From an optimization exercise on the open Yosys and OpenROAD flow, aimed at small area; shortcuts taken in it are not production practice.
Where RTL was checked, it was by simulation tests only, not by an equivalence proof against the original.
No functional check of the RTL was part of run 1.
Power figures rest on the tool's default switching activity, not on a simulated workload.

<file path="design/flow/flow/run.sh">
#!/bin/bash
# Standard ORFS layout, except that synthesis maps the logic with an
# area-oriented ABC script (flow/area.abc) and without the adder cell
# mapping. Registers, flattening and renaming are as in the standard flow's synthesis.
set -euo pipefail
HERE=$(pwd)
export MY_ABC_SCRIPT=$HERE/flow/area.abc
# smallest buffers on the ports; clock tree without dummy loads
export BUFFER_PORTS_ARGS="-buffer_cell sky130_fd_sc_hd__buf_1"
export CTS_ARGS="-sink_clustering_enable -repair_clock_nets -sink_clustering_size 15 -sink_clustering_max_diameter 100 -buf_list sky130_fd_sc_hd__clkbuf_8 -dont_use_dummy_load"
{ echo "source $HERE/flow/abc_hook.tcl"; cat synth_recipe.tcl; } > my_synth.tcl
bash standard.sh SYNTH_SCRIPT=$HERE/my_synth.tcl ADDER_MAP_FILE= finish > standard.log 2>&1
</file>
<file path="design/flow/flow/abc_hook.tcl">
# Make every abc call use the script named by MY_ABC_SCRIPT.
proc abc {args} {
  set i [lsearch $args -script]
  if {$i >= 0} { lset args [expr {$i + 1}] $::env(MY_ABC_SCRIPT) }
  yosys abc {*}$args
}
</file>
<file path="design/flow/flow/area.abc">
strash
 &get -n
 &dch -f
 &nf -R 1000 -p -F 16 -A 8 -C 32
 &put
</file>
<file path="design/flow/standard.sh">
#!/bin/bash
# synth_recipe.tcl (not shown) runs the flow's synth.tcl, then flattens the netlist and writes it again
# the make line also repeats each setting of config.mk as NAME=value (left out here)
make -C /OpenROAD-flow-scripts/flow DESIGN_CONFIG=/design/flow/config.mk WORK_HOME=/design/flow/orfs CLKGATE_MAP_FILE= SYNTH_SCRIPT=/design/flow/synth_recipe.tcl "${@:-finish}"
</file>
<file path="design/flow/config.mk">
export PLATFORM = sky130hd
export DESIGN_NAME = calc
export DESIGN_NICKNAME = calc
export VERILOG_FILES = /design/flow/design.v
export SDC_FILE = /design/flow/constraint.sdc
export NUM_CORES = 4
export LEC_CHECK = 0
export CAP_MARGIN = 0
export CORE_MARGIN = 2
export CORE_UTILIZATION = 70
export CTS_BUF_LIST = sky130_fd_sc_hd__clkbuf_8
export CTS_CLUSTER_DIAMETER = 100
export CTS_CLUSTER_SIZE = 15
export SLEW_MARGIN = 0
</file>
<file path="design/flow/constraint.sdc">
create_clock -name core_clock -period 10.0 [get_ports {clk}]
set_input_delay 2.0000 -clock core_clock [delete_from_list [all_inputs] [get_ports {clk}]]
set_output_delay 2.0000 -clock core_clock [all_outputs]
set_load 0.01 [all_outputs]
</file>
<file path="design/flow/design.v">
`timescale 1ns / 1ps
module calc(
	input wire clk,
	input wire rst,
	input wire start_in, pause_in,
	input wire record_in, recall_mode_in,
	input wire display_mode,
	input wire[3:0] reg_address,
	output wire[3:0] anode,
	output wire[7:0] segment,
	output wire started_LED,
	output wire paused_LED,
	output wire write_LED,
	output wire mode_LED);
	reg[3:0] count;
	reg done;	 
	always @(posedge clk) begin
		if (rst) count <= 4'd0;
		else count <= count + 4'd1;
		done <= ~rst & (done | (count == 4'd15));
	end
	wire first = ~done & (count == 4'd0);	 
	wire tick4 = (count[1:0] == 2'd1);
	reg[2:0] j6;
	always @(posedge clk)
		if (rst) j6 <= 3'b000;
		else j6 <= {j6[1:0], ~j6[2]};
	wire tick6 = j6[1] & ~j6[2];
	wire[3:0] btn = {recall_mode_in, record_in, pause_in, start_in};
	reg[3:0] pb;
	reg[2:0] dc0, dc1, dc2, dc3;
	wire[11:0] dc = {dc3, dc2, dc1, dc0};
	reg[11:0] dc_n;
	reg[3:0] pb_n;
	integer b;
	always @* begin
		dc_n = dc;
		pb_n = pb;
		for (b = 0; b < 4; b = b + 1)
			if (tick4) begin
				if (btn[b] == pb[b])
					dc_n[3*b +: 3] = 3'd0;
				else if (dc[3*b +: 3] == 3'd7) begin
					dc_n[3*b +: 3] = 3'd0;
					pb_n[b] = btn[b];
				end
				else
					dc_n[3*b +: 3] = dc[3*b +: 3] + 3'd1;
			end
	end
	always @(posedge clk)
		if (rst) begin
			pb <= 4'd0;
			{dc3, dc2, dc1, dc0} <= 12'd0;
		end
		else begin
			pb <= pb_n;
			{dc3, dc2, dc1, dc0} <= dc_n;
		end
	wire start_stop = pb[0], pause_resume = pb[1];
	wire record_recall = pb[2], recall_mode = pb[3];
	reg start_d, pause_d, record_d;
	reg started, paused;
	reg[3:0] rec_pos, dis_pos;
	wire start_rise  = start_stop & ~start_d;
	wire pause_rise  = pause_resume & ~pause_d;
	wire record_rise = record_recall & ~record_d;
	wire record_fall = ~record_recall & record_d;
	always @(posedge clk) begin
		start_d <= start_stop;
		pause_d <= pause_resume;
		if (rst) begin
			record_d <= 1'b0;
			started <= 1'b0;
			paused <= 1'b0;
			rec_pos <= 4'd0;
			dis_pos <= 4'd0;
		end
		else begin
			record_d <= record_recall;
			if (start_rise) started <= ~started;
			if (pause_rise) paused <= ~paused;
			if (record_fall) begin
				if (started) begin
					rec_pos <= rec_pos + 4'd1;
					dis_pos <= dis_pos + 4'd1;
				end
				else if (dis_pos == rec_pos)
					dis_pos <= 4'd0;
				else
					dis_pos <= dis_pos + 4'd1;
			end
		end
	end
	reg[6:0] hs;	 
	reg[5:0] sc;	 
	reg[6:0] mn;	 
	wire inc = started & ~paused & tick6;
	always @(posedge clk)
		if (~started & start_rise) begin
			hs <= 7'd0;
			sc <= 6'd0;
			mn <= 7'd0;
		end
		else if (inc) begin
			if (hs == 7'd99) begin
				hs <= 7'd0;
				if (sc == 6'd59) begin
					sc <= 6'd0;
					if (mn == 7'd99) mn <= 7'd0;
					else mn <= mn + 7'd1;
				end
				else sc <= sc + 6'd1;
			end
			else hs <= hs + 7'd1;
		end
	wire[19:0] timer = {mn, sc, hs};
	wire we = started & record_rise;
	reg pend;
	reg[3:0] pa;
	reg[1:0] pk;	 
	reg[319:0] ring;
	wire ins = pend & (pa == ~count);
	always @(posedge clk) begin
		if (rst) pend <= 1'b0;
		else if (we) pend <= 1'b1;
		else if (ins) pend <= 1'b0;
		if (we) begin
			pa <= rec_pos;
			pk <= {1'b0, inc};
		end
		else if (inc) pk <= pk + 2'd1;
	end
	wire hs_b = hs < {5'd0, pk};
	wire[6:0] hs_d = hs - {5'd0, pk};
	wire sc_b = hs_b & (sc == 6'd0);
	wire[6:0] pd_hs = hs_b ? hs_d + 7'd100 : hs_d;
	wire[5:0] pd_sc = hs_b ? ((sc == 6'd0) ? 6'd59 : sc - 6'd1) : sc;
	wire[6:0] pd_mn = sc_b ? ((mn == 7'd0) ? 7'd99 : mn - 7'd1) : mn;
	wire[19:0] pdata = {pd_mn, pd_sc, pd_hs};
	wire[19:0] ring_in = ins ? pdata : (done ? ring[319:300] : 20'd0);
	always @(posedge clk)
		ring <= {ring[299:0], ring_in};
	wire[3:0] raddr = recall_mode ? reg_address : dis_pos;
	wire[4:0] rsum = {1'b0, raddr} + {1'b0, count};
	wire cleared = done | rsum[4];
	wire bypass = pend & (pa == raddr);
	wire[15:0] rsel = (cleared & ~bypass) ? (16'd1 << rsum[3:0]) : 16'd0;
	reg[19:0] rd;
	integer k;
	always @* begin
		rd = bypass ? pdata : 20'd0;
		for (k = 0; k < 16; k = k + 1)
			rd = rd | (ring[20*k +: 20] & {20{rsel[k]}});
	end
	reg[19:0] reg_out;
	always @(posedge clk)
		if (rst) reg_out <= 20'd0;
		else if (~started) reg_out <= rd;
	wire[19:0] result = started ? timer : reg_out;
	wire reg_exceed = recall_mode & (reg_address > rec_pos);
	wire[1:0] dj = count[3:2];
	reg[6:0] pair;
	always @*
		case ({display_mode, dj[1]})
			2'b00: pair = {1'b0, result[12:7]};	 
			2'b01: pair = result[19:13];		 
			2'b10: pair = result[6:0];		 
			default: pair = {1'b0, result[12:7]};	 
		endcase
	wire[3:0] tens = pair / 7'd10;
	wire[3:0] ones = pair % 7'd10;
	reg[3:0] errd;
	always @*
		case (dj)
			2'd0: errd = 4'hD;
			2'd1: errd = 4'hF;
			2'd2: errd = 4'hF;
			default: errd = 4'hE;
		endcase
	wire[3:0] code_n = reg_exceed ? errd : (dj[0] ? tens : ones);
	reg[3:0] code, code2;
	always @(posedge clk) begin
		if (rst) code <= 4'd0;
		else code <= code_n;
		code2 <= code;
	end
	reg[7:0] seg7;
	always @*
		case (code2)
			4'b0000: seg7 = 8'b11000000;
			4'b0001: seg7 = 8'b11111001;
			4'b0010: seg7 = 8'b10100100;
			4'b0011: seg7 = 8'b10110000;
			4'b0100: seg7 = 8'b10011001;
			4'b0101: seg7 = 8'b10010010;
			4'b0110: seg7 = 8'b10000010;
			4'b0111: seg7 = 8'b11111000;
			4'b1000: seg7 = 8'b10000000;
			4'b1001: seg7 = 8'b10010000;
			4'b1010: seg7 = 8'b10001000;
			4'b1011: seg7 = 8'b10000011;
			4'b1100: seg7 = 8'b11000110;
			4'b1101: seg7 = 8'b01111111;
			4'b1110: seg7 = 8'b10000110;
			default: seg7 = 8'b10001101;
		endcase
	assign segment = first ? 8'hFF : seg7;
	wire[3:0] cprev = count - 4'd1;
	assign anode = first ? 4'b1111 : ~(4'b0001 << cprev[3:2]);
	assign started_LED = started;
	assign paused_LED = paused;
	assign write_LED = (started & record_recall) | start_stop;
	assign mode_LED = recall_mode;
endmodule
</file>
==> summary.md, run 1 <==
| Metric | Value |
|---|---|
| R2r startpoint | hs[1] |
| Final cycle utilization of the critical path | 52.0% |
| Hold Crit Endpoint | ring[198] |
| Initial DRC Count | 1105 |
| Share of cells above drive strength 1 | 4.77% |
| Yosys reg bits | 416 |
| Final instance area | 13900 µm² |
| Chip height | 140 µm |
| Root Buffer | clkbuf_8 |
| Layout Cells excl Fill | 1445 |
| DRC | 0 |
| Count of flip-flops with a built-in enable after synthesis | 5 |
| Routability congestion estimate | 0.904 |
| Drt wl/cell | 21.7 µm |
| Detail-routed via count per cell | 6.49 |
| Antenna Nets Post-Route | 0 |
| Drt pass-1 iters | 8 |
| Pwr/cell area | 181 nW/µm² |
| Synthesized area per cell | 11.4 µm² |
| Slew Limit Fails | 0 |
| Area growth from synthesis to layout | 7.60% |
| Vias in the first global route | 9269 |
| Std cell rows | 49 |
| Largest net degree at the start of global routing | 61 |
| Maxcap violations | 0 |
| Die area | 19600 µm² |
| Logic pwr share | 3.2% |
| CP Max Fanout | 12 |
| Final min period | 5.20 ns |
| Ys async rst share | 0% |
| Clock share of power | 30.0% |
| Reg power frac | 66.8% |
| Worst-Skew Late Latency | 0.61 ns |
| Clock sink count | 416 |
| Inst Count DP | 1414 |
| Syn Nets | 1149 |
| Clock Skews | 0.0373 ns |
| Core area | 18000 µm² |
| Hold path start | ring[178] |
| Post-CTS sizing | 0 |
| Post-CTS setup buffer count | 0 |
| Reg-to-reg setup timing slack | 4.84 ns |
| Net Sw Frac | 21.4% |
| FF-to-FF End | reg_out[18] |
| Max clock buf depth | 3 |
| Starting density of the core | 71.7% |
| Cell Area, Placed | 13500 µm² |
| Final setup violation count | 0 |
| Crit path launch | reg_address[1] |
| Setup TNS | 0 ns |
| Hold Path Class | flip-flop to flip-flop |
| Slew of the pin with the lowest slew margin | 1.07 ns |
| Hold Path Cell Cnt | 0 |
| Initial antenna violation count | 0 |
| HPWL Detailed | 18900 µm |
| Critical Path RT | 10.50 ns |
| CP Launch Type | input port |
| Total CTS buffers | 31 |
| Via count | 9382 |
| Sequential area share after synthesis | 64.8% |
| Layout Nets | 1229 |
| Sw power | 539 µW |
| P_leak | 0.00510 µW |
| Unrepaired setup endpoints after global routing | false |
| Final hold violation count | 0 |
| PortBufs | 26 |
| Relative slew slack | 28.4% |
| Grt total ovfl | 0 |
| Synthesized instance count | 1138 |
| Synthesized cell area | 12900 µm² |
| First-pass GRT wire length | 49300 µm |
| # hold bufs at CTS | 0 |
| Cells on worst reg2reg path | 19 |
| WL final | 31400 µm |
| WP data arrival | 5.71 ns |
| Fmax | 0.192 GHz |
| Int Pwr | 1980 µW |
| Yosys warns | 1 |
| Netlist cell types | 45 |
| Die X | 140 µm |
| Outcome | timing/DRC/antenna clean |
| Crit. End Element | flip-flop |
| TritonCTS clock tree | done |
| N_diodes | 0 |
| Worst IR drop on VDD | 0.000179 V |
| Setup CP Type | input port to flip-flop |
| Clock-pin slew on the worst setup and hold paths | 0.09 ns |
| Top FF cell, synth | dfxtp_1 |
| GRT Total Usage | 31.6% |
| H-Tree Level Count | 1 |
| I/O pin cnt | 27 |
## power by group through the flow
stage                     clock [µW]  sequential, µW  combinational [µW]
after floorplan                    0            1720                57.3
after global placement             0            1720                77.9
after detailed placement           0            1720                79.9
after CTS                        766            1680                80.5
after global routing             823            1680                89.9
final                            754            1680                80.4
## cell families (layout without fill, tap and decap cells)
| logic type | count (synthesis) | in the layout | synth area share [%] |
|---|---|---|---|
| DFF | 416 | 416 | 64.8 |
| AOI/OAI and AO/OA | 258 | 258 | 15.3 |
| buffers and inverters | 16 | 94 | 0.465 |
| and+or+nand+nor | 369 | 369 | 13.8 |
| xor gates and xnor gates | 53 | 53 | 3.59 |
| adders and majority gates | 3 | 3 | 0.232 |
| muxes | 23 | 23 | 1.82 |
## how the worst max path moves through the flow
stage,end,slack (ns),depth (start not counted)
floorplan,code[1],4.84,18
global placement,reg_out[2],4.35,15
detailed placement,reg_out[2],4.25,15
CTS,reg_out[2],4.84,15
global route,code[2],4.31,19
finish,reg_out[2],4.80,15
## worst max-delay path, stage by stage
cell,delay [ns]
buf_1,0.09
mux2i_1,0.30
xor2_1,0.16
o21ai_0,0.29
a21oi_1,0.19
maj3_1,0.39
a21oi_1,0.23
nand2_1,0.23
nor2_1,0.87
buf_4,0.40
a22o_1,0.17
a221oi_1,0.05
nand4_1,0.11
nor3_1,0.05
nor3_1,0.17
## metrics by stage
stage	hold slack (ns)	utilization, %	power, µW	worst slack, ns
4_1_cts	0.335	77.2	2530	4.84
6_report	0.338	77.2	2520	4.80
5_1_grt	0.329	77.2	2600	4.31
2_1_floorplan	0.330	-	1770	4.84
3_5_place_dp	0.336	74.8	1800	4.25
3_3_place_gp	0.332	74.8	1800	4.35
## cells in the mapped netlist (4+ instances only)
library cell	number	area, µm²
xnor2_1	40	350
nand2_1	91	342
o21a_1	5	37.5
nor2_1	87	327
nand3_1	10	50.1
a221oi_1	30	263
dfxtp_1	411	8230
a222oi_1	70	701
o22ai_1	7	43.8
or2_0	11	68.8
nor4_1	4	25.0
xor2_1	13	114
nor2b_1	33	206
a21oi_1	44	220
a21o_1	6	45.0
nand4_1	23	144
a22o_1	14	123
a211oi_1	8	60.1
a32o_1	4	40.0
a22oi_1	15	113
mux2i_1	19	190
nor3_1	69	345
clkinv_1	16	60.1
mux2_1	4	45.0
o221ai_1	4	35.0
o21ai_0	35	175
and2_0	5	31.3
and3_1	11	68.8
nand2b_1	16	100
edfxtp_1	5	150
## area by class of cell
type	instances	area, µm²
Sequential cell	416	8380
Multi-Input combinational cell	706	4500
Fill cell	1249	4110
Clock buffer	31	427
Tap cell	229	287
Timing Repair Buffer	47	256
Inverter	16	60.1
## sequential cells by signal, indices dropped and copies added, names as in the netlist, 4 cells and up
signal   count
code         4
count        4
dis_pos      4
hs           7
mn           7
pa           4
pb           4
rec_pos      4
reg_out     20
ring       320
sc           6
seg7         8
## metal layers
layer	up-vias	GRT usage [%]	part of all wire [%]
li1	4398	-	-
met1	4492	45.1	43
met2	434	49.9	46
met3	58	4.79	8.5
met4	0	10.9	3.1
met5	-	0	0
## placed cells by master, fill, tap and decap left out, types with 6 or more instances in the layout
master / instances
nand3_1: 10
a221oi_1: 30
dfxtp_1: 410
o21ai_0: 35
buf_4: 21
xor2_1: 13
nand2_1: 91
a21oi_1: 43
xnor2_1: 40
a222oi_1: 70
nand4_1: 23
clkbuf_8: 31
clkinv_1: 16
buf_1: 25
o22ai_1: 7
nor2b_1: 33
nand2b_1: 16
mux2i_1: 19
a21o_1: 6
or2_0: 11
a22o_1: 14
nor2_1: 84
nor3_1: 69
a22oi_1: 15
a211oi_1: 8
and3_1: 11
==> inputs of run 2 (changes only) <==
--- a/design/flow/design.v
+++ b/design/flow/design.v
@@ -22,9 +22,9 @@
 	wire first = ~done & (count == 4'd0);	 
 	wire tick4 = (count[1:0] == 2'd1);
-	reg[2:0] j6;
-	always @(posedge clk)
-		if (rst) j6 <= 3'b000;
-		else j6 <= {j6[1:0], ~j6[2]};
-	wire tick6 = j6[1] & ~j6[2];
+	reg[1:0] m3;
+	always @(posedge clk)
+		if (rst) m3 <= 2'd0;
+		else m3 <= {m3[0], ~m3[0] & ~m3[1]};
+	wire tick6 = ~count[0] & m3[1];
 	wire[3:0] btn = {recall_mode_in, record_in, pause_in, start_in};
 	reg[3:0] pb;
==> run 2 against run 1 <==
- critical endpoint is now code[1]
- global-route usage rose by 0.39 points
- largest power group unchanged
- sequential power is essentially flat
- sequential share of layout area about the same
- highest routed layer unchanged
- total power decreased by 0.44%
- cell count shrank 0.83%
==> summary.md, run 2 <==
| Metric | Value |
|---|---|
| Outcome | timing/DRC/antenna clean |
| WL final | 31800 µm |
| Final setup violation count | 0 |
| DRC | 0 |
| Synthesized instance count | 1126 |
| Hold Path Cell Cnt | 0 |
| Fmax | 0.176 GHz |
| Crit. End Element | flip-flop |
| Largest cells by area after synthesis | dfxtp_1 64%, a222oi_1 6.1%, nor3_1 3.0% |
| Clock share of power | 30.1% |
| PortBufs | 26 |
| Net Sw Frac | 21.4% |
| Post-synthesis simple-gate area fraction | 13.7% |
| Drt pass-1 iters | 6 |
| Yosys reg bits | 415 |
| Max clock buf depth | 3 |
| Hold Path Class | flip-flop to flip-flop |
| Initial antenna violation count | 0 |
| Die X | 140 µm |
| Grt total ovfl | 0 |
| Cells on worst reg2reg path | 19 |
| Logic pwr share | 3.0% |
| Main combinational cell family by area after synthesis | compound AO/OA/AOI/OAI gates |
| Clock-pin slew on the worst setup and hold paths | 0.09 ns |
| Core area | 18000 µm² |
| Critical path, cell by cell | buf_1 -> nand2b_1 -> nand2_1 -> o221ai_1 -> nand2_1 -> nand2_1 -> xor2_1 -> nand2b_1 -> a22oi_1 -> xor2_1 -> nor2b_1 -> o21ai_0 -> xor2_1 -> nand2_1 -> a21o_1 -> nand2_1 -> nand2_1 -> o221ai_1 -> a21oi_1 |
| Starting density of the core | 71.5% |
| Yosys warns | 1 |
| CP Launch Type | input port |
| Cell type of the slowest stage on the worst timing path | a22oi_1 |
| Max incr delay on CP | 0.48 ns |
| Chip height | 140 µm |
| Setup CP Type | input port to flip-flop |
| FF-to-FF End | code[1] |
| Core Util, Final | 77.0% |
| Reg power frac | 66.9% |
| Top delay family on crit path | compound AO/OA/AOI/OAI gates |
| Most common cell after layout, fill and taps aside | dfxtp_1 |
| Critical Path RT | 10.43 ns |
| Syn Nets | 1137 |
| Synthesized area per cell | 11.4 µm² |
| Initial DRC Count | 1205 |
| Worst-Skew Late Latency | 0.60 ns |
| Sequential area share after synthesis | 64.9% |
| Std cell rows | 49 |
| Compound-Gate Fraction of Synth Area | 15.3% |
| Final cycle utilization of the critical path | 56.7% |
| Layout Nets | 1217 |
| Clock sink count | 415 |
| Via count | 9433 |
| Worst IR drop on VDD | 0.000238 V |
| Worst path most repeated cell | nand2_1 |
| Int Pwr | 1970 µW |
| Hold Crit Endpoint | ring[221] |
| # hold bufs at CTS | 0 |
| Worst path depth | 19 |
| Post-Synth Adder-Cell Area | 0.233% |
| Post-CTS sizing | 0 |
| H-Tree Level Count | 1 |
| Root Buffer | clkbuf_8 |
| Unrepaired setup endpoints after global routing | false |
| Post-Synth XOR/XNOR Area | 3.60% |
| Top FF cell, synth | dfxtp_1 |
| GRT Total Usage | 32.0% |
| Largest Register | ring |
| Die area | 19500 µm² |
| FILL cells | 1263 |
| WP data arrival | 6.11 ns |
| Sw power | 535 µW |
| Synthesized cell area | 12900 µm² |
| Relative slew slack | 11.4% |
| Total CTS buffers | 31 |
| Drt wl/cell | 22.2 µm |
| Clock Skews | 0.0355 ns |
| HPWL Detailed | 19800 µm |
| Setup TNS | 0 ns |
| Reg-to-reg setup timing slack | 4.88 ns |
| Top post-synthesis cells by count | 410 x dfxtp_1, 85 x nand2_1, 84 x nor2_1 |
| Max FFs per register | 320 |
| Most frequent cells in the layout | 409 x dfxtp_1, 85 x nand2_1, 79 x a222oi_1 |
| Post-CTS setup buffer count | 0 |
| P_leak | 0.00509 µW |
| Share of cells above drive strength 1 | 5.32% |
| CP Max Fanout | 10 |
| Hold path start | ring[201] |
| Cell taking the most area after synthesis | dfxtp_1 |
| Post-synth top area share | 63.7% |
| TritonCTS clock tree | done |
| Area growth from synthesis to layout | 7.77% |
| Ys async rst share | 0% |
| Final min period | 5.67 ns |
| Largest net degree at the start of global routing | 72 |
| Count of flip-flops with a built-in enable after synthesis | 5 |
| Antenna Nets Post-Route | 0 |
| Worst path bufs/invs | 1 |
| Final hold violation count | 0 |
| Maxcap violations | 0 |
| R2r startpoint | count[3] |
| I/O pin cnt | 27 |
| Routability congestion estimate | 0.908 |
| Slew Limit Fails | 0 |
| Multiplexer area fraction after synthesis | 1.90% |
| N_diodes | 0 |
| Slew of the pin with the lowest slew margin | 1.32 ns |
| First-pass GRT wire length | 49600 µm |
| Netlist cell types | 41 |
| Vias in the first global route | 9140 |
| Pwr/cell area | 180 nW/µm² |
| Most common cell in the synthesized netlist | dfxtp_1 |
| Detail-routed via count per cell | 6.58 |
run 2: routing by layer:
| metal | vias to the layer above | routed length (µm) | global-route usage, % |
|---|---|---|---|
| met5 | - | 0 | 0 |
| met4 | 0 | 833 | 9.53 |
| met3 | 82 | 3140 | 6.92 |
| met2 | 474 | 14200 | 50.3 |
| met1 | 4510 | 13700 | 45.0 |
| li1 | 4367 | - | - |
run 2: per-stage QoR:
step	setup WS (ns)	total power (µW)	cell area, µm²	cells	hold slack [ns]
3_5_place_dp	3.95	1790	13500	1402	0.336
3_3_place_gp	4.06	1790	13500	1402	0.331
6_report	4.33	2510	13900	1433	0.335
5_1_grt	4.05	2580	13900	1433	0.344
4_1_cts	4.55	2510	13900	1433	0.339
2_1_floorplan	4.83	1760	12900	1126	0.330
run 2: power by group through the flow:
stage	clock (µW)	combinational [µW]	sequential, µW
after detailed placement	0	73.9	1710
after global routing	821	83.8	1680
after CTS	764	74.8	1680
after global placement	0	72.8	1710
final	754	75.1	1680
after floorplan	0	52.4	1710
run 2: logic make-up (layout without fill, tap and decap cells):
logic type / count (synthesis) / after routing
compound gates: 252 / 252
buf+inv: 13 / 91
flops: 415 / 415
xor+xnor: 53 / 53
fa+ha+maj: 3 / 3
mux: 24 / 24
simple gates: 366 / 366
run 2: final cells by class:
class | count | area, µm² | area share [%]
Timing Repair Buffer | 47 | 256 | 1.85
Multi-Input combinational cell | 698 | 4510 | 32.5
Tap cell | 229 | 287 | 2.06
Inverter | 13 | 48.8 | 0.351
Sequential cell | 415 | 8360 | 60.2
Clock buffer | 31 | 427 | 3.07
run 2: worst max path at each step:
| stage | from | to |
|---|---|---|
| after floorplan | display_mode | code[1] |
| after global placement | display_mode | code[1] |
| after global routing | display_mode | code[1] |
| final | display_mode | code[1] |
| after detailed placement | display_mode | code[1] |
| after CTS | display_mode | code[1] |
==> inputs of run 3 (changes only) <==
--- a/design/flow/design.v
+++ b/design/flow/design.v
@@ -118,16 +118,12 @@
 	wire we = started & record_rise;
 	reg pend;
-	reg[3:0] pa;
 	reg[1:0] pk;	 
 	reg[319:0] ring;
-	wire ins = pend & (pa == ~count);
+	wire ins = pend & (rec_pos == ~count);
 	always @(posedge clk) begin
 		if (rst) pend <= 1'b0;
 		else if (we) pend <= 1'b1;
 		else if (ins) pend <= 1'b0;
-		if (we) begin
-			pa <= rec_pos;
-			pk <= {1'b0, inc};
-		end
+		if (we) pk <= {1'b0, inc};
 		else if (inc) pk <= pk + 2'd1;
 	end
@@ -145,5 +141,5 @@
 	wire[4:0] rsum = {1'b0, raddr} + {1'b0, count};
 	wire cleared = done | rsum[4];
-	wire bypass = pend & (pa == raddr);
+	wire bypass = pend & (rec_pos == raddr);
 	wire[15:0] rsel = (cleared & ~bypass) ? (16'd1 << rsum[3:0]) : 16'd0;
 	reg[19:0] rd;
==> run 3 against run 2 <==
- critical path type unchanged
- sequential share of layout area fell by 0.42 points
- area after synthesis fell by 0.59%
- worst hold slack got worse by 0.019 ns
- still clean on timing, DRC and antenna
- utilization fell by 0.32 points
- synthesized cell count rose by 0.53%
- highest routed layer unchanged
- sequential power barely moved
- largest power group unchanged
- global-route usage fell by 0.64 points
==> summary.md, run 3 <==
| Metric | Value |
|---|---|
| Synthesized cell area | 12800 µm² |
| N_diodes | 0 |
| Final cycle utilization of the critical path | 57.2% |
| Syn Nets | 1143 |
| Hold path start | ring[71] |
| Worst-Skew Late Latency | 0.62 ns |
| R2r startpoint | started |
| TritonCTS clock tree | done |
| Net Sw Frac | 21.3% |
| P_leak | 0.00506 µW |
| I/O pin cnt | 27 |
| Drt wl/cell | 21.4 µm |
| Share of cells above drive strength 1 | 4.55% |
| Cell taking the most area after synthesis | dfxtp_1 |
| CP Max Fanout | 9 |
| Synthesized instance count | 1132 |
| Final hold slack | 0.316 ns |
| Clock sink count | 411 |
| Final hold violation count | 0 |
| Critical path, cell by cell | buf_1 -> nand2b_1 -> nor2b_1 -> a22oi_1 -> o21ai_0 -> nand2_1 -> nand2_1 -> xor2_1 -> nand2b_1 -> a22oi_1 -> xor2_1 -> nor2b_1 -> o21ai_0 -> xor2_1 -> nand2_1 -> nand2_1 -> and3_1 -> clkinv_1 -> a21oi_1 -> nor3b_1 -> a31oi_1 -> a21oi_1 |
| Via count | 9246 |
| FILL cells | 1232 |
| HPWL Detailed | 18400 µm |
| Ys async rst share | 0% |
| Clock share of power | 30.1% |
| PortBufs | 26 |
| Fmax | 0.175 GHz |
| Slew Limit Fails | 0 |
| Post-Synth Adder-Cell Area | 0.234% |
| Initial DRC Count | 1142 |
| GR peak layer | met2 |
| GRT Total Usage | 31.4% |
| Cell Area, Placed | 13400 µm² |
| Crit. End Element | flip-flop |
| Setup CP Type | input port to flip-flop |
| Critical Path RT | 10.43 ns |
| Grt total ovfl | 0 |
| Die area | 19400 µm² |
| Hold Path Class | flip-flop to flip-flop |
| Logic pwr share | 3.0% |
| Largest net degree at the start of global routing | 60 |
| First-pass GRT wire length | 48300 µm |
| Met1 Use GR | 42.7% |
| Drt pass-1 iters | 8 |
| Max clock buf depth | 3 |
| Max incr delay on CP | 0.47 ns |
| Post-Synth XOR/XNOR Area | 3.62% |
| Vias in the first global route | 8964 |
| H-Tree Level Count | 1 |
| Netlist cell types | 41 |
| GRT met2 Usage | 51.3% |
| Top FF cell, synth | dfxtp_1 |
| Outcome | timing/DRC/antenna clean |
| Starting density of the core | 71.3% |
| Int Pwr | 1950 µW |
| Reg-to-reg setup timing slack | 4.82 ns |
| Most common cell after layout, fill and taps aside | dfxtp_1 |
| Hold Crit Endpoint | ring[91] |
| Core Util, Final | 76.7% |
| Reg power frac | 66.9% |
| Antenna Nets Post-Route | 0 |
| WP data arrival | 6.15 ns |
| Worst IR drop on VDD | 0.000181 V |
| Initial antenna violation count | 0 |
| Pwr/cell area | 180 nW/µm² |
| WL final | 30800 µm |
| Slew of the pin with the lowest slew margin | 1.07 ns |
| Most frequent cells in the layout | 409 x dfxtp_1, 89 x nand2_1, 87 x nor2_1 |
| Relative slew slack | 28.2% |
| Sw power | 527 µW |
| Std cell rows | 49 |
| Die X | 139 µm |
| Maxcap violations | 0 |
| Cells on worst reg2reg path | 21 |
| # hold bufs at CTS | 0 |
| Post-CTS sizing | 0 |
| Main combinational cell family by area after synthesis | compound AO/OA/AOI/OAI gates |
| Hold Path Cell Cnt | 0 |
| Largest Register | ring |
| Final instance area | 13800 µm² |
| Power Total | 2480 µW |
| CP Launch Type | input port |
| Final setup violation count | 0 |
| Clock-pin slew on the worst setup and hold paths | 0.09 ns |
| Core area | 18000 µm² |
| Compound-Gate Fraction of Synth Area | 14.7% |
| Layout Nets | 1223 |
| Sequential area share after synthesis | 64.3% |
| Yosys warns | 1 |
| Register area | 8240 µm² |
| Max FFs per register | 320 |
| Post-CTS setup buffer count | 0 |
| Total CTS buffers | 31 |
| Yosys reg bits | 411 |
| Clock Skews | 0.0635 ns |
| Final min period | 5.72 ns |
| Area occupied by multi-input gates | 4520 µm² |
| Most common cell in the synthesized netlist | dfxtp_1 |
| Post-synthesis simple-gate area fraction | 14.5% |
| Routability congestion estimate | 0.928 |
| Largest cells by area after synthesis | dfxtp_1 64%, a222oi_1 6.1%, nor3_1 2.9% |
| Setup TNS | 0 ns |
| Multiplexer area fraction after synthesis | 2.23% |
| Count of flip-flops with a built-in enable after synthesis | 1 |
| Synthesized area per cell | 11.3 µm² |
| Detail-routed via count per cell | 6.43 |
| Chip height | 139 µm |
| Worst path most repeated cell | nand2_1 |
| Top post-synthesis cells by count | 410 x dfxtp_1, 89 x nand2_1, 88 x nor2_1 |
| Area growth from synthesis to layout | 7.60% |
| Unrepaired setup endpoints after global routing | false |
| DRC | 0 |
| M3 GR Usage | 6.61% |
| Cell type of the slowest stage on the worst timing path | nor2b_1 |
| Root Buffer | clkbuf_8 |
| FF-to-FF End | code[3] |
| Post-synth top area share | 64.1% |
==> run 3: changes by cell type after synthesis, sizes merged, moves of 4 or more <==
| cell | change |
|---|---|
| nor2 | +4 |
| mux2i | +4 |
| nand2 | +4 |
| nor2b | +6 |
| edfxtp | -4 |
| a21oi | -5 |
==> run 3: per-layer routing <==
layer | up-vias | routed length, µm
met3 | 65 | 2750
met2 | 391 | 14300
li1 | 4380 | -
met4 | 0 | 828
met5 | - | 0
met1 | 4410 | 12900
==> run 3: area by class of cell <==
cell class	instances	share of cell area [%]
Multi-Input combinational cell	707	32.8
Timing Repair Buffer	47	1.86
Clock buffer	31	3.10
Sequential cell	411	59.8
Tap cell	229	2.08
Inverter	14	0.381
==> run 3: how the worst max path moves through the flow <==
stage / from / endpoint
after floorplan: display_mode / code[3]
after global placement: display_mode / code[3]
after detailed placement: display_mode / code[3]
after CTS: display_mode / code[3]
after global routing: display_mode / code[3]
final: display_mode / code[3]
==> run 3: metrics by stage <==
step                      setup WS (ns)  cells
after detailed placement           3.80   1408
after floorplan                    4.51   1132
after global placement             4.04   1408
final                              4.28   1439
after CTS                          4.39   1439
after global routing               3.79   1439
==> run 3: logic make-up after synthesis <==
group | Yosys count
simple gates | 383
xor+xnor | 53
flops | 411
fa+ha+maj | 3
compound gates | 240
buf+inv | 14
mux | 28
==> run 3: power by group through the flow <==
stage	Sequential, µW	Clock (µW)	Combinational, µW
floorplan	1690	0	54.1
global placement	1700	0	72.2
finish	1660	747	74.3
CTS	1660	757	74.1
global route	1660	810	84.2
detailed placement	1700	0	73.8
==> run 3: worst max-delay path, delay by kind of cell <==
| family | cells | cell delay, ns |
|---|---|---|
| AND/OR/NAND/NOR | 10 | 1.71 |
| buffers and inverters | 2 | 0.22 |
| XOR/XNOR | 3 | 0.68 |
| AO/OA/AOI/OAI | 7 | 1.52 |
==> inputs of run 4 (changes only) <==
--- a/design/flow/config.mk
+++ b/design/flow/config.mk
@@ -8,7 +8,8 @@
 export CAP_MARGIN = 0
 export CORE_MARGIN = 2
-export CORE_UTILIZATION = 70
+export CORE_UTILIZATION = 80
 export CTS_BUF_LIST = sky130_fd_sc_hd__clkbuf_8
 export CTS_CLUSTER_DIAMETER = 100
 export CTS_CLUSTER_SIZE = 15
+export PLACE_DENSITY = 0.85
 export SLEW_MARGIN = 0
==> run 4 against run 3 <==
- global-route usage grew 7.9 points
- combinational power rose by 3%
- sequential share of layout area is essentially flat
- total power up 0.72%
- cell count shrank 0.76%
- worst hold slack lost 0.0079 ns
- register-to-register slack better by 0.03 ns
- first-iteration DRC count grew 17%
- die area down 12%
- flip-flop and latch count stayed put
- non-clock buffer count increased by 2
- via count is 6.6% higher
- highest routed layer unchanged
==> summary.md, run 4 <==
| Metric | Value |
|---|---|
| HPWL Detailed | 21600 µm |
| Cells on worst reg2reg path | 20 |
| Starting density of the core | 81.2% |
| Antenna Nets Post-Route | 0 |
| Core area | 15800 µm² |
| Setup CP Type | input port to flip-flop |
| CP Launch Type | input port |
| Max FFs per register | 320 |
| Clock-pin slew on the worst setup and hold paths | 0.10 ns |
| Synthesized cell area | 12800 µm² |
| First-pass GRT wire length | 51400 µm |
| Slew Limit Fails | 0 |
| PortBufs | 26 |
| Top delay family on crit path | simple AND/OR/NAND/NOR gates |
| Core Util, Final | 87.4% |
| Clock sink count | 411 |
| Final setup violation count | 0 |
| P_leak | 0.00507 µW |
| Total CTS buffers | 31 |
| Worst IR drop on VDD | 0.000201 V |
| WP data arrival | 6.09 ns |
| Via count | 9852 |
| Worst path most repeated cell | nand2_1 |
| Most common cell after layout, fill and taps aside | dfxtp_1 |
| Hold Path Cell Cnt | 0 |
| Crit. End Element | flip-flop |
| Drt pass-1 iters | 6 |
| Post-CTS setup buffer count | 0 |
| Top post-synthesis cells by count | 410 x dfxtp_1, 89 x nand2_1, 88 x nor2_1 |
| Grt total ovfl | 0 |
| Yosys warns | 1 |
| Chip height | 131 µm |
| FILL cells | 787 |
| CP Max Fanout | 9 |
| Netlist cell types | 41 |
| Count of flip-flops with a built-in enable after synthesis | 1 |
| TritonCTS clock tree | done |
| Final hold violation count | 0 |
| H-Tree Level Count | 1 |
| Final hold slack | 0.308 ns |
| Pwr/cell area | 181 nW/µm² |
| Initial antenna violation count | 0 |
| Root Buffer | clkbuf_8 |
| Die area | 17000 µm² |
| Vias in the first global route | 9684 |
| Syn Nets | 1143 |
| Worst path depth | 22 |
| Worst path bufs/invs | 2 |
| Top FF cell, synth | dfxtp_1 |
| GRT Total Usage | 39.3% |
| Largest net degree at the start of global routing | 60 |
| Max incr delay on CP | 0.46 ns |
| Setup TNS | 0 ns |
| Synthesized area per cell | 11.3 µm² |
| Routability congestion estimate | 0.988 |
| Outcome | timing/DRC/antenna clean |
| N_diodes | 0 |
| Largest Register | ring |
| Fmax | 0.177 GHz |
| Unrepaired setup endpoints after global routing | false |
| # hold bufs at CTS | 0 |
| Worst-Skew Late Latency | 0.61 ns |
| WL final | 33600 µm |
| Post-CTS sizing | 0 |
| Hold Path Class | flip-flop to flip-flop |
| Cell taking the most area after synthesis | dfxtp_1 |
| Detail-routed via count per cell | 6.90 |
| Initial DRC Count | 1341 |
| Drt wl/cell | 23.6 µm |
| Max clock buf depth | 3 |
| Largest cells by area after synthesis | dfxtp_1 64%, a222oi_1 6.1%, nor3_1 2.9% |
| Final min period | 5.64 ns |
| DRC | 0 |
| Ys async rst share | 0% |
| Slew of the pin with the lowest slew margin | 1.31 ns |
| Most frequent cells in the layout | 409 x dfxtp_1, 89 x nand2_1, 88 x nor2_1 |
| Clock Skews | 0.0359 ns |
| Post-synth top area share | 64.1% |
| Cell type of the slowest stage on the worst timing path | nor2b_1 |
| Relative slew slack | 12.0% |
| Cell Area, Placed | 13400 µm² |
| Die X | 131 µm |
| Layout Nets | 1225 |
| Maxcap violations | 0 |
| Final cycle utilization of the critical path | 56.4% |
| Critical Path RT | 10.45 ns |
| Area growth from synthesis to layout | 7.57% |
| Critical path, cell by cell | buf_1 -> nand2b_1 -> nor2b_1 -> a22oi_1 -> o21ai_0 -> nand2_1 -> nand2_1 -> xor2_1 -> nand2b_1 -> a22oi_1 -> xor2_1 -> nor2b_1 -> o21ai_0 -> xor2_1 -> nand2_1 -> nand2_1 -> and3_1 -> clkinv_1 -> a21oi_1 -> nor3b_1 -> a31oi_1 -> a21oi_1 |
| Yosys reg bits | 411 |
| Most common cell in the synthesized netlist | dfxtp_1 |
| Std cell rows | 46 |
| I/O pin cnt | 27 |
| Share of cells above drive strength 1 | 4.62% |
| Synthesized instance count | 1132 |
| Sequential area share after synthesis | 64.3% |
| Final instance area | 13800 µm² |
==> run 4: cell counts after synthesis <==
No cell type changed its count.
==> run 4: cell families (layout without fill, tap and decap cells) <==
family | count (synthesis) | count (layout) | synth area share (%)
flops | 411 | 411 | 64.3
simple gates | 383 | 383 | 14.5
compound gates | 240 | 240 | 14.7
xor+xnor | 53 | 53 | 3.62
mux | 28 | 28 | 2.23
buf+inv | 14 | 94 | 0.410
fa+ha+maj | 3 | 3 | 0.234
==> run 4: routing by layer <==
layer  vias up  routed length (µm)  share of wire [%]  GRT usage (%)
met1      4686               12900                 38           49.0
met5         -                   0                  0              0
met4         0                1800                5.3           23.2
li1       4385                   -                  -              -
met3       157                3020                9.0           6.47
met2       624               16000                 47           64.9
==> run 4: worst paths after layout <==
| kind | startpoint | endpoint | slack (ns) |
|---|---|---|---|
| max | display_mode | code[3] | 4.36 |
| min | ring[160] | ring[180] | 0.31 |
| min reg2reg | ring[160] | ring[180] | 0.31 |
| max reg2reg | started | code[3] | 4.85 |
==> run 4: worst reg2reg max path, delay by kind of cell, from the launching register on <==
kind | cells | cell delay, ns
muxes | 1 | 0.40
AOI/OAI and AO/OA | 6 | 1.57
buffers and inverters | 2 | 0.70
DFF | 1 | 0.74
and+or+nand+nor | 8 | 0.97
xor gates and xnor gates | 3 | 0.63
==> run 4: cell type report <==
cell class	instances	area (µm²)	area share [%]
sequential	411	8240	59.8
multi-input combinational	707	4520	32.8
clock buffer	31	427	3.10
timing repair buffer	49	272	1.97
tap	216	270	1.96
inverter	14	52.6	0.381
==> run 4: report_power, final <==
group          internal (µW)  switching (µW)  leakage (µW)  total (µW)
logic                   30.1            46.3       0.00153        76.3
clock network            276             486      0.000223         762
registers               1650            12.5       0.00331        1660
total                   1950             545       0.00507        2500
==> run 4: per-stage QoR <==
step           worst slack (ns)  cells  total power [µW]
2_1_floorplan              4.51   1132              1750
3_3_place_gp               4.00   1397              1770
3_5_place_dp               3.85   1397              1770
4_1_cts                    4.46   1428              2490
5_1_grt                    4.01   1428              2550
6_report                   4.36   1428              2500
==> inputs of run 5 (changes only) <==
==> design/flow/flow/area.abc (replaced) <==
strash
&get -n
&fraig -x
&put
scorr
dc2
dc2
strash
&get -n
&dch -f
&nf -R 1000 -p -F 8 -A 4 -C 32
&put
==> run 5 against run 4 <==
- routed wire length grew 5.2%
- first-iteration DRC count rose by 44%
- flip-flop and latch count is the same
- clock power fell by 2%
- die area shrank 1.7%
- utilization grew 1.1 points
- largest cell class unchanged
- critical path depth decreased by 9
- via count rose by 2.1%
- clock-buffer cell count did not move
==> summary.md, run 5 <==
| Metric | Value |
|---|---|
| Outcome | timing/DRC/antenna clean |
| I/O pin cnt | 27 |
| Fmax | 0.185 GHz |
| Register area | 8240 µm² |
| H-Tree Level Count | 1 |
| Final min period | 5.40 ns |
| Syn Nets | 1111 |
| Worst-Skew Late Latency | 0.62 ns |
| Most common cell after layout, fill and taps aside | dfxtp_1 |
| Initial DRC Count | 1937 |
| First-pass GRT wire length | 54100 µm |
| Final setup violation count | 0 |
| P_leak | 0.00488 µW |
| Setup ws final | 4.60 ns |
| Final cycle utilization of the critical path | 54.0% |
| Area occupied by multi-input gates | 4290 µm² |
| Core area | 15300 µm² |
| Slew of the pin with the lowest slew margin | 1.30 ns |
| Synthesized area per cell | 11.4 µm² |
| Hold Path Class | flip-flop to flip-flop |
| Ys async rst share | 0% |
| Worst slack at placement | 4.19 ns |
| Die area | 16800 µm² |
| Top post-synthesis cells by count | 410 x dfxtp_1, 77 x nand2_1, 76 x a222oi_1, 76 x nor2_1, 67 x a21oi_1 |
| HPWL Detailed | 22500 µm |
| Starting density of the core | 82.2% |
| TritonCTS clock tree | done |
| Unrepaired setup endpoints after global routing | false |
| WP data arrival | 5.87 ns |
| Antenna Nets Post-Route | 0 |
| Crit. End Element | flip-flop |
| Routability congestion estimate | 0.917 |
| Post-synth top area share | 65.2% |
| Largest Register | ring |
| CP Launch Type | input port |
| Max clock buf depth | 3 |
| Drt pass-1 iters | 12 |
| Top FF cell, synth | dfxtp_1 |
| Worst IR drop on VDD | 0.000199 V |
| Count of flip-flops with a built-in enable after synthesis | 1 |
| Detail-routed via count per cell | 7.24 |
| DRC | 0 |
| Initial antenna violation count | 0 |
| Most frequent cells in the layout | 409 x dfxtp_1, 77 x nand2_1, 76 x a222oi_1 |
| Yosys warns | 1 |
| Synthesized cell area | 12600 µm² |
| Grt total ovfl | 0 |
| Synthesized instance count | 1100 |
| GRT Total Usage | 42.3% |
| Slew Limit Fails | 0 |
| Layout Nets | 1192 |
| Clock sink count | 411 |
| Clock Skews | 0.0767 ns |
| WL final | 35400 µm |
| Maxcap violations | 0 |
| Post-CTS sizing | 0 |
| Drt wl/cell | 25.5 µm |
| Setup CP Type | input port to flip-flop |
| Largest cells by area after synthesis | dfxtp_1 65%, a222oi_1 6.0%, a21oi_1 2.7% |
| Relative slew slack | 13.2% |
| Largest net degree at the start of global routing | 45 |
| Clock-pin slew on the worst setup and hold paths | 0.09 ns |
| Yosys reg bits | 411 |
| Vias in the first global route | 9932 |
| Die X | 129 µm |
| Most common cell in the synthesized netlist | dfxtp_1 |
| Area growth from synthesis to layout | 7.65% |
| Critical Path RT | 10.47 ns |
| Post-CTS setup buffer count | 0 |
| Setup TNS | 0 ns |
| PortBufs | 26 |
| FILL cells | 721 |
| Share of cells above drive strength 1 | 4.92% |
| Core Util, Final | 88.5% |
| CP Max Fanout | 12 |
| Sequential area share after synthesis | 65.4% |
| Final hold violation count | 0 |
| Chip height | 129 µm |
| Std cell rows | 45 |
| # hold bufs at CTS | 0 |
| Root Buffer | clkbuf_8 |
| Cell taking the most area after synthesis | dfxtp_1 |
| Via count | 10100 |
| Netlist cell types | 50 |
| Max FFs per register | 320 |
| Pwr/cell area | 182 nW/µm² |
| Total CTS buffers | 31 |
| N_diodes | 0 |
## run 5: critical path, cell delays in order
cell	delay, ns
buf_1	0.08
mux2i_1	0.28
xor2_1	0.18
o21ai_0	0.40
o21ai_0	0.21
maj3_1	0.38
a21oi_1	0.19
nand2b_1	0.19
nor2_1	1.03
buf_4	0.38
a222oi_1	0.12
and4_1	0.22
a31oi_1	0.19
## run 5: routing by layer
metal	vias to the layer above	track usage (%)	wire, µm
li1	4346	-	-
met1	4719	52.6	12600
met2	819	68.4	16300
met3	177	9.91	4480
met4	0	24.0	2020
met5	-	0	0
## run 5: logic make-up (layout without fill, tap and decap cells)
family,Yosys count,after routing,share of synthesized area (%)
compound gates,328,328,19.4
xor+xnor,37,37,2.57
fa+ha+maj,3,3,0.239
buf+inv,19,98,0.567
flops,411,411,65.4
mux,8,8,0.745
simple gates,294,294,11.0
## run 5: path summary, 6_finish.rpt
path	start	endpoint	slack [ns]	cells after the start
worst max-delay path	reg_address[1]	reg_out[11]	4.60	13
worst min-delay path	ring[71]	ring[91]	0.29	0
worst max register to register	started	code[1]	4.75	20
worst min register to register	ring[71]	ring[91]	0.29	0
## run 5: power breakdown
| part | internal, µW | switching (µW) | leakage, µW |
|---|---|---|---|
| Sequential | 1640 | 8.73 | 0.00331 |
| Clock | 276 | 470 | 0.000223 |
| Combinational | 22.3 | 42.0 | 0.00134 |
## run 5: final cells by class
| type | instances | share of cell area, % |
|---|---|---|
| inverters | 19 | 0.526 |
| flip-flops and latches | 411 | 60.8 |
| multi-input cells | 670 | 31.6 |
| well taps | 211 | 1.95 |
| clock buffers | 31 | 3.15 |
| repair buffers | 48 | 1.94 |
## run 5: stage by stage
| step | power [µW] | cells | hold WS, ns | instance area, µm² |
|---|---|---|---|---|
| 3_3_place_gp | 1750 | 1359 | 0.331 | 13100 |
| 5_1_grt | 2530 | 1390 | 0.299 | 13600 |
| 6_report | 2460 | 1390 | 0.288 | 13600 |
| 3_5_place_dp | 1750 | 1359 | 0.336 | 13100 |
| 4_1_cts | 2460 | 1390 | 0.292 | 13600 |
| 2_1_floorplan | 1730 | 1100 | 0.330 | 12600 |
==> inputs of run 6 (changes only) <==
==> design/flow/flow/run.sh (replaced) <==
#!/bin/bash
# Standard ORFS layout, except:
# - synthesis maps the logic with area-oriented ABC scripts (flow/abc/*.abc)
#   and without the adder cell mapping; it is run once per script and the
#   script giving the smallest cell area is kept. Registers, flattening and
#   renaming are as in the standard flow's synthesis.
# - ports get the smallest buffer, and the clock tree has no dummy loads.
set -euo pipefail
HERE=$(pwd)
export BUFFER_PORTS_ARGS="-buffer_cell sky130_fd_sc_hd__buf_1"
export CTS_ARGS="-sink_clustering_enable -repair_clock_nets -sink_clustering_size 15 -sink_clustering_max_diameter 100 -buf_list sky130_fd_sc_hd__clkbuf_8 -dont_use_dummy_load"
{ echo "source $HERE/flow/abc_hook.tcl"; cat synth_recipe.tcl; } > my_synth.tcl
STAT=orfs/reports/sky130hd/calc/base/synth_stat.txt
best=""; best_area=""
for s in flow/abc/*.abc; do
  n=$(basename $s .abc)
  export MY_ABC_SCRIPT=$HERE/$s
  bash standard.sh SYNTH_SCRIPT=$HERE/my_synth.tcl ADDER_MAP_FILE= clean_synth synth > synth_$n.log 2>&1
  a=$(awk '/Chip area for module/ {print $NF}' $STAT | tail -1)
  echo "$n $a" >> synth_areas.log
  if [ -z "$best" ] || awk -v a="$a" -v b="$best_area" 'BEGIN{exit !(a < b)}'; then best=$n; best_area=$a; fi
done
echo "best $best $best_area" >> synth_areas.log
export MY_ABC_SCRIPT=$HERE/flow/abc/$best.abc
bash standard.sh SYNTH_SCRIPT=$HERE/my_synth.tcl ADDER_MAP_FILE= clean_synth finish > standard.log 2>&1
==> design/flow/flow/abc/s_nfp.abc (new file) <==
strash
&get -n
&dch -f
&nf -R 1000 -p -F 8
&put
==> design/flow/flow/abc/t12.abc (new file) <==
strash
&get -n
&fraig -x
&put
scorr
dc2
dc2
strash
&get -n
&dch -f
&nf -R 1000 -p -F 8 -A 4 -C 32
&put
==> design/flow/flow/abc/t16.abc (new file) <==
strash
&get -n
&fraig -x
&put
scorr
dc2
dc2
dc2
dc2
strash
&get -n
&dch -f
&nf -R 1000 -p -F 8 -A 4 -C 32
&put
==> design/flow/flow/abc/t18.abc (new file) <==
strash
&get -n
&fraig -x
&put
scorr
dc2
dc2
balance
rewrite
refactor
dc2
strash
&get -n
&dch -f
&nf -R 1000 -p -F 8 -A 4 -C 32
&put
==> design/flow/flow/abc/t7.abc (new file) <==
strash
&get -n
&fraig -x
&put
scorr
dc2
strash
&get -n
&dch -f
&nf -R 1000 -p -F 8 -A 4 -C 32
&put
==> design/flow/flow/abc/t8.abc (new file) <==
strash
&get -n
&dch -f
&nf -R 1000 -p -F 16 -A 8 -C 32
&put
removed: design/flow/flow/area.abc
==> run 6 against run 5 <==
- worst setup slack lost 0.40 ns
- first-iteration DRC count shrank 14%
- synthesized cell count grew 0.82%
- combinational power shrank 0.6%
- non-clock buffer count is the same
- clock power grew 1%
- clock-buffer cell count is the same
- largest power group unchanged
==> summary.md, run 6 <==
| Metric | Value |
|---|---|
| Outcome | timing/DRC/antenna clean |
| Inst Count DP | 1368 |
| Area growth from synthesis to layout | 7.76% |
| Critical path, cell by cell | buf_1 -> nor2_1 -> nor2_1 -> a221oi_1 -> o22ai_1 -> a21oi_1 -> nand2b_1 -> nor2_1 -> o31ai_1 -> xor2_1 -> and2_0 -> o21ai_0 -> xnor2_1 -> nor2b_1 -> o21ai_0 -> a21oi_1 -> a222oi_1 -> a21oi_1 |
| Vias in the first global route | 10300 |
| Post-CTS sizing | 0 |
| Via count | 10200 |
| Layout Cells excl Fill | 1399 |
| TritonCTS clock tree | done |
| Die area | 16800 µm² |
| I/O pin cnt | 27 |
| Clock Skews | 0.0368 ns |
| Worst path depth | 18 |
| Antenna Nets Post-Route | 0 |
| Worst-Skew Late Latency | 0.61 ns |
| Critical Path RT | 10.48 ns |
| P_leak | 0.00485 µW |
| Detail-routed via count per cell | 7.31 |
| Synthesized cell area | 12600 µm² |
| R2r startpoint | count[3] |
| GRT Total Usage | 43.9% |
| Setup ws final | 4.19 ns |
| Share of cells above drive strength 1 | 5.22% |
| Slew of the pin with the lowest slew margin | 1.40 ns |
| Final min period | 5.81 ns |
| Total CTS buffers | 31 |
| FF-to-FF End | code[2] |
| Initial DRC Count | 1661 |
| Std cell rows | 45 |
| Syn Nets | 1120 |
| PortBufs | 26 |
| Max incr delay on CP | 0.48 ns |
| Top FF cell, synth | dfxtp_1 |
| Worst path bufs/invs | 1 |
| FILL cells | 711 |
| Post-CTS setup buffer count | 0 |
| Most common cell in the synthesized netlist | dfxtp_1 |
| Routability congestion estimate | 0.980 |
| Core area | 15300 µm² |
| Drt pass-1 iters | 9 |
| Most frequent cells in the layout | 410 x dfxtp_1, 78 x nor2_1, 73 x a222oi_1 |
| Clock-pin slew on the worst setup and hold paths | 0.10 ns |
| Slew Limit Fails | 0 |
| Post-synth top area share | 65.2% |
| Final setup violation count | 0 |
| Most common cell after layout, fill and taps aside | dfxtp_1 |
| Pwr/cell area | 182 nW/µm² |
| HPWL Detailed | 23100 µm |
| Setup CP Type | input port to flip-flop |
| Worst IR drop on VDD | 0.000171 V |
| Maxcap violations | 0 |
| Crit path launch | display_mode |
| Worst setup path endpoint | code[2] |
| Final cycle utilization of the critical path | 58.1% |
| Root Buffer | clkbuf_8 |
| WP data arrival | 6.29 ns |
| Synthesized instance count | 1109 |
| Unrepaired setup endpoints after global routing | false |
| Yosys warns | 1 |
| Reg-to-reg setup timing slack | 4.60 ns |
| Yosys reg bits | 411 |
| Synthesized area per cell | 11.4 µm² |
| Die X | 129 µm |
| Crit. End Element | flip-flop |
| Largest net degree at the start of global routing | 39 |
| Sequential area share after synthesis | 65.4% |
| Relative slew slack | 6.44% |
| CP Launch Type | input port |
| Chip height | 129 µm |
| Max FFs per register | 320 |
| Largest Register | ring |
| Drt wl/cell | 26.2 µm |
| Grt total ovfl | 0 |
| Setup TNS | 0 ns |
| Top delay family on crit path | compound AO/OA/AOI/OAI gates |
| Layout Nets | 1201 |
| CP Max Fanout | 10 |
| WL final | 36700 µm |
| Netlist cell types | 48 |
| Cell type of the slowest stage on the worst timing path | nor2_1 |
| N_diodes | 0 |
| First-pass GRT wire length | 56200 µm |
| Worst slack at placement | 3.76 ns |
| H-Tree Level Count | 1 |
| Clock sink count | 411 |
| Largest cells by area after synthesis | dfxtp_1 65%, a222oi_1 5.8%, a21oi_1 2.7% |
| Power Total | 2470 µW |
| Top post-synthesis cells by count | 410 x dfxtp_1, 86 x nor2_1, 73 x a222oi_1 |
| Hold Path Class | flip-flop to flip-flop |
| Starting density of the core | 82.2% |
| Cells on worst reg2reg path | 18 |
| Ys async rst share | 0% |
| # hold bufs at CTS | 0 |
| Initial antenna violation count | 0 |
| Max clock buf depth | 3 |
| DRC | 0 |
| Cell taking the most area after synthesis | dfxtp_1 |
| Final hold violation count | 0 |
| Count of flip-flops with a built-in enable after synthesis | 1 |
| Fmax | 0.172 GHz |
-- run 6: cell count changes in the layout (fill, tap and decap cells not counted), moves of 5 or more --
cell | previous run | this run
a22oi_1 | 27 | 42
nand2_1 | 77 | 69
nor2_2 | 2 | 8
o221a_1 | 18 | 12
o22ai_1 | 5 | 11
o211ai_1 | 6 | 1
-- run 6: layout make-up --
| class | count | area, µm² | area share, % |
|---|---|---|---|
| clock buffer | 31 | 427 | 3.15 |
| timing repair buffer | 48 | 263 | 1.94 |
| inverter | 19 | 71.3 | 0.526 |
| sequential | 411 | 8240 | 60.7 |
| tap | 211 | 264 | 1.95 |
| multi-input combinational | 679 | 4300 | 31.7 |
-- run 6: worst min-delay path by stage --
stage                endpoint  startpoint  depth (start not counted)
detailed placement  ring[248]   ring[228]                          0
CTS                  ring[86]    ring[66]                          0
finish               ring[86]    ring[66]                          0
global placement    ring[182]   ring[162]                          0
floorplan           ring[182]   ring[162]                          0
global route         ring[86]    ring[66]                          0
-- run 6: kinds of logic after synthesis --
logic type / Yosys count / synth area share [%]
flops: 411 / 65.4
compound gates: 335 / 19.5
simple gates: 300 / 11.3
xor+xnor: 34 / 2.37
buf+inv: 19 / 0.567
mux: 7 / 0.576
fa+ha+maj: 3 / 0.239
-- run 6: per-stage QoR --
step | area, µm² | hold slack, ns | utilization [%]
6_report | 13600 | 0.321 | 88.6
5_1_grt | 13600 | 0.317 | 88.6
4_1_cts | 13600 | 0.319 | 88.6
3_5_place_dp | 13100 | 0.335 | 85.8
3_3_place_gp | 13100 | 0.333 | 85.8
2_1_floorplan | 12600 | 0.327 | -
-- run 6: worst reg2reg max path, stage by stage (launching register included) --
cell and delay, ns:
dfxtp_1 0.63, clkinv_1 0.39, nor2_1 0.58, nor2_1 0.31
a221oi_1 0.30, o22ai_1 0.15, a21oi_1 0.24, nand2b_1 0.16
nor2_1 0.08, o31ai_1 0.47, xor2_1 0.16, and2_0 0.24
o21ai_0 0.34, xnor2_1 0.20, nor2b_1 0.13, o21ai_0 0.29
a21oi_1 0.14, a222oi_1 0.35, a21oi_1 0.12
-- run 6: metal layers --
layer,routed length (µm),part of all wire [%],GRT usage [%],up-vias
li1,-,-,-,4379
met1,13300,36,54.3,4856
met2,17200,47,71.6,793
met3,4190,11,9.45,202
met4,2090,5.7,25.5,0
met5,0,0,0,-
-- run 6: report_power, final --
group / switching (µW) / leakage (µW) / total, µW / internal [µW]
clock: 479 / 0.000223 / 755 / 276
sequential: 8.75 / 0.00331 / 1650 / 1640
combinational: 42.3 / 0.00132 / 63.9 / 21.6
==> inputs of run 7 (changes only) <==
--- a/design/flow/design.v
+++ b/design/flow/design.v
@@ -142,27 +142,30 @@
 	wire cleared = done | rsum[4];
 	wire bypass = pend & (rec_pos == raddr);
-	wire[15:0] rsel = (cleared & ~bypass) ? (16'd1 << rsum[3:0]) : 16'd0;
+	wire ld = ~started & ~rst;
+	wire[15:0] rsel = (ld & cleared & ~bypass) ? (16'd1 << rsum[3:0]) : 16'd0;
+	wire bsel = ld & bypass;
+	wire hsel = started & ~rst;
+	reg[19:0] reg_out;
 	reg[19:0] rd;
 	integer k;
 	always @* begin
-		rd = bypass ? pdata : 20'd0;
+		rd = ({20{bsel}} & pdata) | ({20{hsel}} & reg_out);
 		for (k = 0; k < 16; k = k + 1)
 			rd = rd | (ring[20*k +: 20] & {20{rsel[k]}});
 	end
-	reg[19:0] reg_out;
-	always @(posedge clk)
-		if (rst) reg_out <= 20'd0;
-		else if (~started) reg_out <= rd;
-	wire[19:0] result = started ? timer : reg_out;
+	always @(posedge clk)
+		reg_out <= rd;
 	wire reg_exceed = recall_mode & (reg_address > rec_pos);
 	wire[1:0] dj = count[3:2];
-	reg[6:0] pair;
-	always @*
-		case ({display_mode, dj[1]})
-			2'b00: pair = {1'b0, result[12:7]};	 
-			2'b01: pair = result[19:13];		 
-			2'b10: pair = result[6:0];		 
-			default: pair = {1'b0, result[12:7]};	 
-		endcase
+	wire selmn = ~display_mode & dj[1];
+	wire selhs = display_mode & ~dj[1];
+	wire selsc = ~selmn & ~selhs;
+	wire[6:0] pair =
+		({7{started & selmn}} & mn) |
+		({7{started & selsc}} & {1'b0, sc}) |
+		({7{started & selhs}} & hs) |
+		({7{~started & selmn}} & reg_out[19:13]) |
+		({7{~started & selsc}} & {1'b0, reg_out[12:7]}) |
+		({7{~started & selhs}} & reg_out[6:0]);
 	wire[3:0] tens = pair / 7'd10;
 	wire[3:0] ones = pair % 7'd10;
==> run 7 against run 6 <==
- via count shrank 4.6%
- global-route usage is 2.3 points lower
- total power fell by 1.4%
- cell count is 3.2% lower
- non-clock buffer count shrank 5
- worst hold slack improved by 0.0019 ns
- synthesized cell count fell by 1.5%
- sequential power about the same
- final area fell by 1.4%
- routed wire length fell by 6.2%
- largest cell class unchanged
==> summary.md, run 7 <==
| Metric | Value |
|---|---|
| First-pass GRT wire length | 52700 µm |
| Max FFs per register | 320 |
| Netlist cell types | 44 |
| Synthesized instance count | 1092 |
| Chip height | 129 µm |
| Worst IR drop on VDD | 0.000201 V |
| Relative slew slack | 23.4% |
| Detail-routed via count per cell | 7.21 |
| Synthesized area per cell | 11.4 µm² |
| Share of cells above drive strength 1 | 4.46% |
| Max incr delay on CP | 0.50 ns |
| Setup TNS | 0 ns |
| Std cell rows | 45 |
| Cell type of the slowest stage on the worst timing path | a222oi_1 |
| Antenna Nets Post-Route | 0 |
| Area growth from synthesis to layout | 7.18% |
| Yosys reg bits | 411 |
| HPWL Detailed | 21100 µm |
| Drt wl/cell | 25.5 µm |
| Hold Path Cell Cnt | 0 |
| Sequential area share after synthesis | 66.0% |
| Post-CTS sizing | 0 |
| Ys async rst share | 0% |
| Die X | 129 µm |
| P_leak | 0.00480 µW |
| CP Max Fanout | 7 |
| Clock sink count | 411 |
| Critical Path RT | 10.44 ns |
| Post-synth top area share | 65.8% |
| Layout Nets | 1179 |
| Final setup violation count | 0 |
| Final cycle utilization of the critical path | 55.4% |
| Final hold violation count | 0 |
| Power Total | 2440 µW |
| H-Tree Level Count | 1 |
| Cell taking the most area after synthesis | dfxtp_1 |
| Yosys warns | 1 |
| Outcome | timing/DRC/antenna clean |
| Syn Nets | 1103 |
| Hold path start | ring[98] |
| PortBufs | 26 |
| TritonCTS clock tree | done |
| Register area | 8240 µm² |
| Final instance area | 13400 µm² |
| Worst-Skew Late Latency | 0.62 ns |
| GR peak layer | met2 |
| FILL cells | 698 |
| Worst path bufs/invs | 2 |
| DRC | 0 |
| Hold Crit Endpoint | ring[118] |
| M3 GR Usage | 8.23% |
| GRT met2 Usage | 68.8% |
| Grt total ovfl | 0 |
| Most frequent cells in the layout | 410 x dfxtp_1, 86 x nor2_1, 83 x a222oi_1 |
| Area occupied by multi-input gates | 4190 µm² |
| R2r startpoint | count[3] |
| Vias in the first global route | 9625 |
| Top FF cell, synth | dfxtp_1 |
| Routability congestion estimate | 0.938 |
| WP data arrival | 5.99 ns |
| Slew of the pin with the lowest slew margin | 1.15 ns |
| Top delay family on crit path | simple AND/OR/NAND/NOR gates |
| GRT Total Usage | 41.6% |
| Most common cell in the synthesized netlist | dfxtp_1 |
| Starting density of the core | 82.1% |
| Core area | 15200 µm² |
| Most common cell after layout, fill and taps aside | dfxtp_1 |
| CP Launch Type | input port |
| Clock Skews | 0.0541 ns |
| Met1 Use GR | 53.2% |
| Largest Register | ring |
| Cells on worst reg2reg path | 23 |
| Critical path, cell by cell | buf_1 -> nand2b_1 -> nor2_1 -> a222oi_1 -> nand2_1 -> nand4_1 -> nor2b_1 -> a31oi_1 -> nor2b_1 -> o21ai_0 -> xor2_1 -> nor2_1 -> clkinv_1 -> a21boi_0 -> xnor2_1 -> nor2_1 -> nor2_1 -> or2_0 -> nor2b_1 -> xnor2_1 -> nor2_1 -> a211oi_1 -> nor2_1 |
| Total CTS buffers | 31 |
| Clock-pin slew on the worst setup and hold paths | 0.10 ns |
| # hold bufs at CTS | 0 |
| Unrepaired setup endpoints after global routing | false |
| Drt pass-1 iters | 6 |
| Via count | 9756 |
| Die area | 16600 µm² |
| Largest cells by area after synthesis | dfxtp_1 66%, a222oi_1 6.7%, a22oi_1 2.7% |
| Final min period | 5.54 ns |
| Fmax | 0.180 GHz |
| Worst path most repeated cell | nor2_1 |
| Setup CP Type | input port to flip-flop |
| Crit. End Element | flip-flop |
| Pwr/cell area | 182 nW/µm² |
| Initial DRC Count | 1646 |
| Cell Area, Placed | 12900 µm² |
| Largest net degree at the start of global routing | 40 |
| WL final | 34500 µm |
| Top post-synthesis cells by count | 410 x dfxtp_1, 89 x nor2_1, 83 x a222oi_1 |
| Max clock buf depth | 3 |
| I/O pin cnt | 27 |
| Hold Path Class | flip-flop to flip-flop |
| N_diodes | 0 |
| Reg-to-reg setup timing slack | 5.11 ns |
| Count of flip-flops with a built-in enable after synthesis | 1 |
| Post-CTS setup buffer count | 0 |
| Maxcap violations | 0 |
| Synthesized cell area | 12500 µm² |
| Slew Limit Fails | 0 |
| Initial antenna violation count | 0 |
| Final hold slack | 0.323 ns |
| Root Buffer | clkbuf_8 |
| FF-to-FF End | code[2] |
run 7: cell types whose count changed after synthesis, moves of 8 or more:
cell and change:
o21ai_0 -20, o221a_1 -11, a21oi_1 -10, a222oi_1 +10, a221oi_1 -9, nand2_1 +9, o22ai_1 -9, and4_1 +8
run 7: stage by stage:
stage / utilization (%) / setup WS (ns) / std cells
6_report: 88.0 / 4.46 / 1354
5_1_grt: 88.0 / 3.87 / 1354
4_1_cts: 88.0 / 4.54 / 1354
3_5_place_dp: 85.2 / 3.96 / 1323
3_3_place_gp: 85.2 / 4.15 / 1323
2_1_floorplan: - / 4.65 / 1092
run 7: how the worst max path moves through the flow:
stage                             from  slack (ns)  endpoint  depth (start not counted)
after floorplan           display_mode        4.65   code[2]                         22
after global placement    display_mode        4.15   code[2]                         23
after detailed placement  display_mode        3.96   code[2]                         23
after CTS                 display_mode        4.54   code[2]                         23
after global routing      display_mode        3.87   code[2]                         23
final                     display_mode        4.46   code[2]                         23
run 7: cell type report:
type,instances,area share [%]
flip-flops and latches,411,61.6
multi-input cells,666,31.3
clock buffers,31,3.19
well taps,188,1.76
repair buffers,43,1.69
inverters,15,0.421
run 7: cell families after synthesis:
| kind of cell | Yosys count | share of synthesized area, % |
|---|---|---|
| multiplexers | 5 | 0.401 |
| XOR/XNOR | 38 | 2.67 |
| AND/OR/NAND/NOR | 328 | 12.7 |
| flip-flops | 411 | 66.0 |
| adder cells (fa/ha/maj) | 3 | 0.241 |
| AO/OA/AOI/OAI | 292 | 17.5 |
| buffers and inverters | 15 | 0.451 |
run 7: per-layer routing:
metal	vias up	wire, µm
li1	4270	-
met1	4609	12200
met2	726	16200
met3	151	4340
met4	0	1670
met5	-	0
run 7: power breakdown:
group          internal [µW]  switching, µW
sequential              1640           6.27
clock                    276            471
combinational           15.0           29.2

==> separate check: timing with driven ports <==
Ports are ideal in the flow. The routed layouts listed here were re-timed in OpenROAD. Step 1 (the two cells are an assumption about what drives the block):
set clk [get_ports {clk}]
set_driving_cell -lib_cell sky130_fd_sc_hd__clkbuf_16 $clk
set_driving_cell -lib_cell sky130_fd_sc_hd__buf_2 [delete_from_list [all_inputs] $clk]
Step 2 moves the port delays by t, midway between the first and last clock arrival at a register: inputs arrive t later, outputs are due t later. That takes back most of the time a late clock gives input paths. a / b / c = no drivers / after step 1 / after step 2; a / b = the first two.
run | t, ns | setup slack, ns | worst setup path at the end | worst slew at a driven data input, ns | cell pins on the clock port's net
run 1 | 0.631 | 4.795 / 4.790 / 4.158 | input to register | 0.06 | 1
run 2 | 0.621 | 4.327 / 4.337 / 3.716 | input to register | 0.03 | 1
run 3 | 0.632 | 4.278 / 4.270 / 3.638 | input to register | 0.05 | 1
run 4 | 0.641 | 4.362 / 4.352 / 3.711 | input to register | 0.05 | 1
run 5 | 0.619 | 4.595 / 4.611 / 3.992 | input to register | 0.06 | 1
run 6 | 0.635 | 4.190 / 4.190 / 3.556 | input to register | 0.05 | 1
run 7 | 0.629 | 4.459 / 4.461 / 3.832 | input to register | 0.04 | 1
After both steps every run listed still meets setup and hold. The setup slack of run 4, which loses most, moves by -0.010 ns with the drivers and by -0.651 ns with both steps.
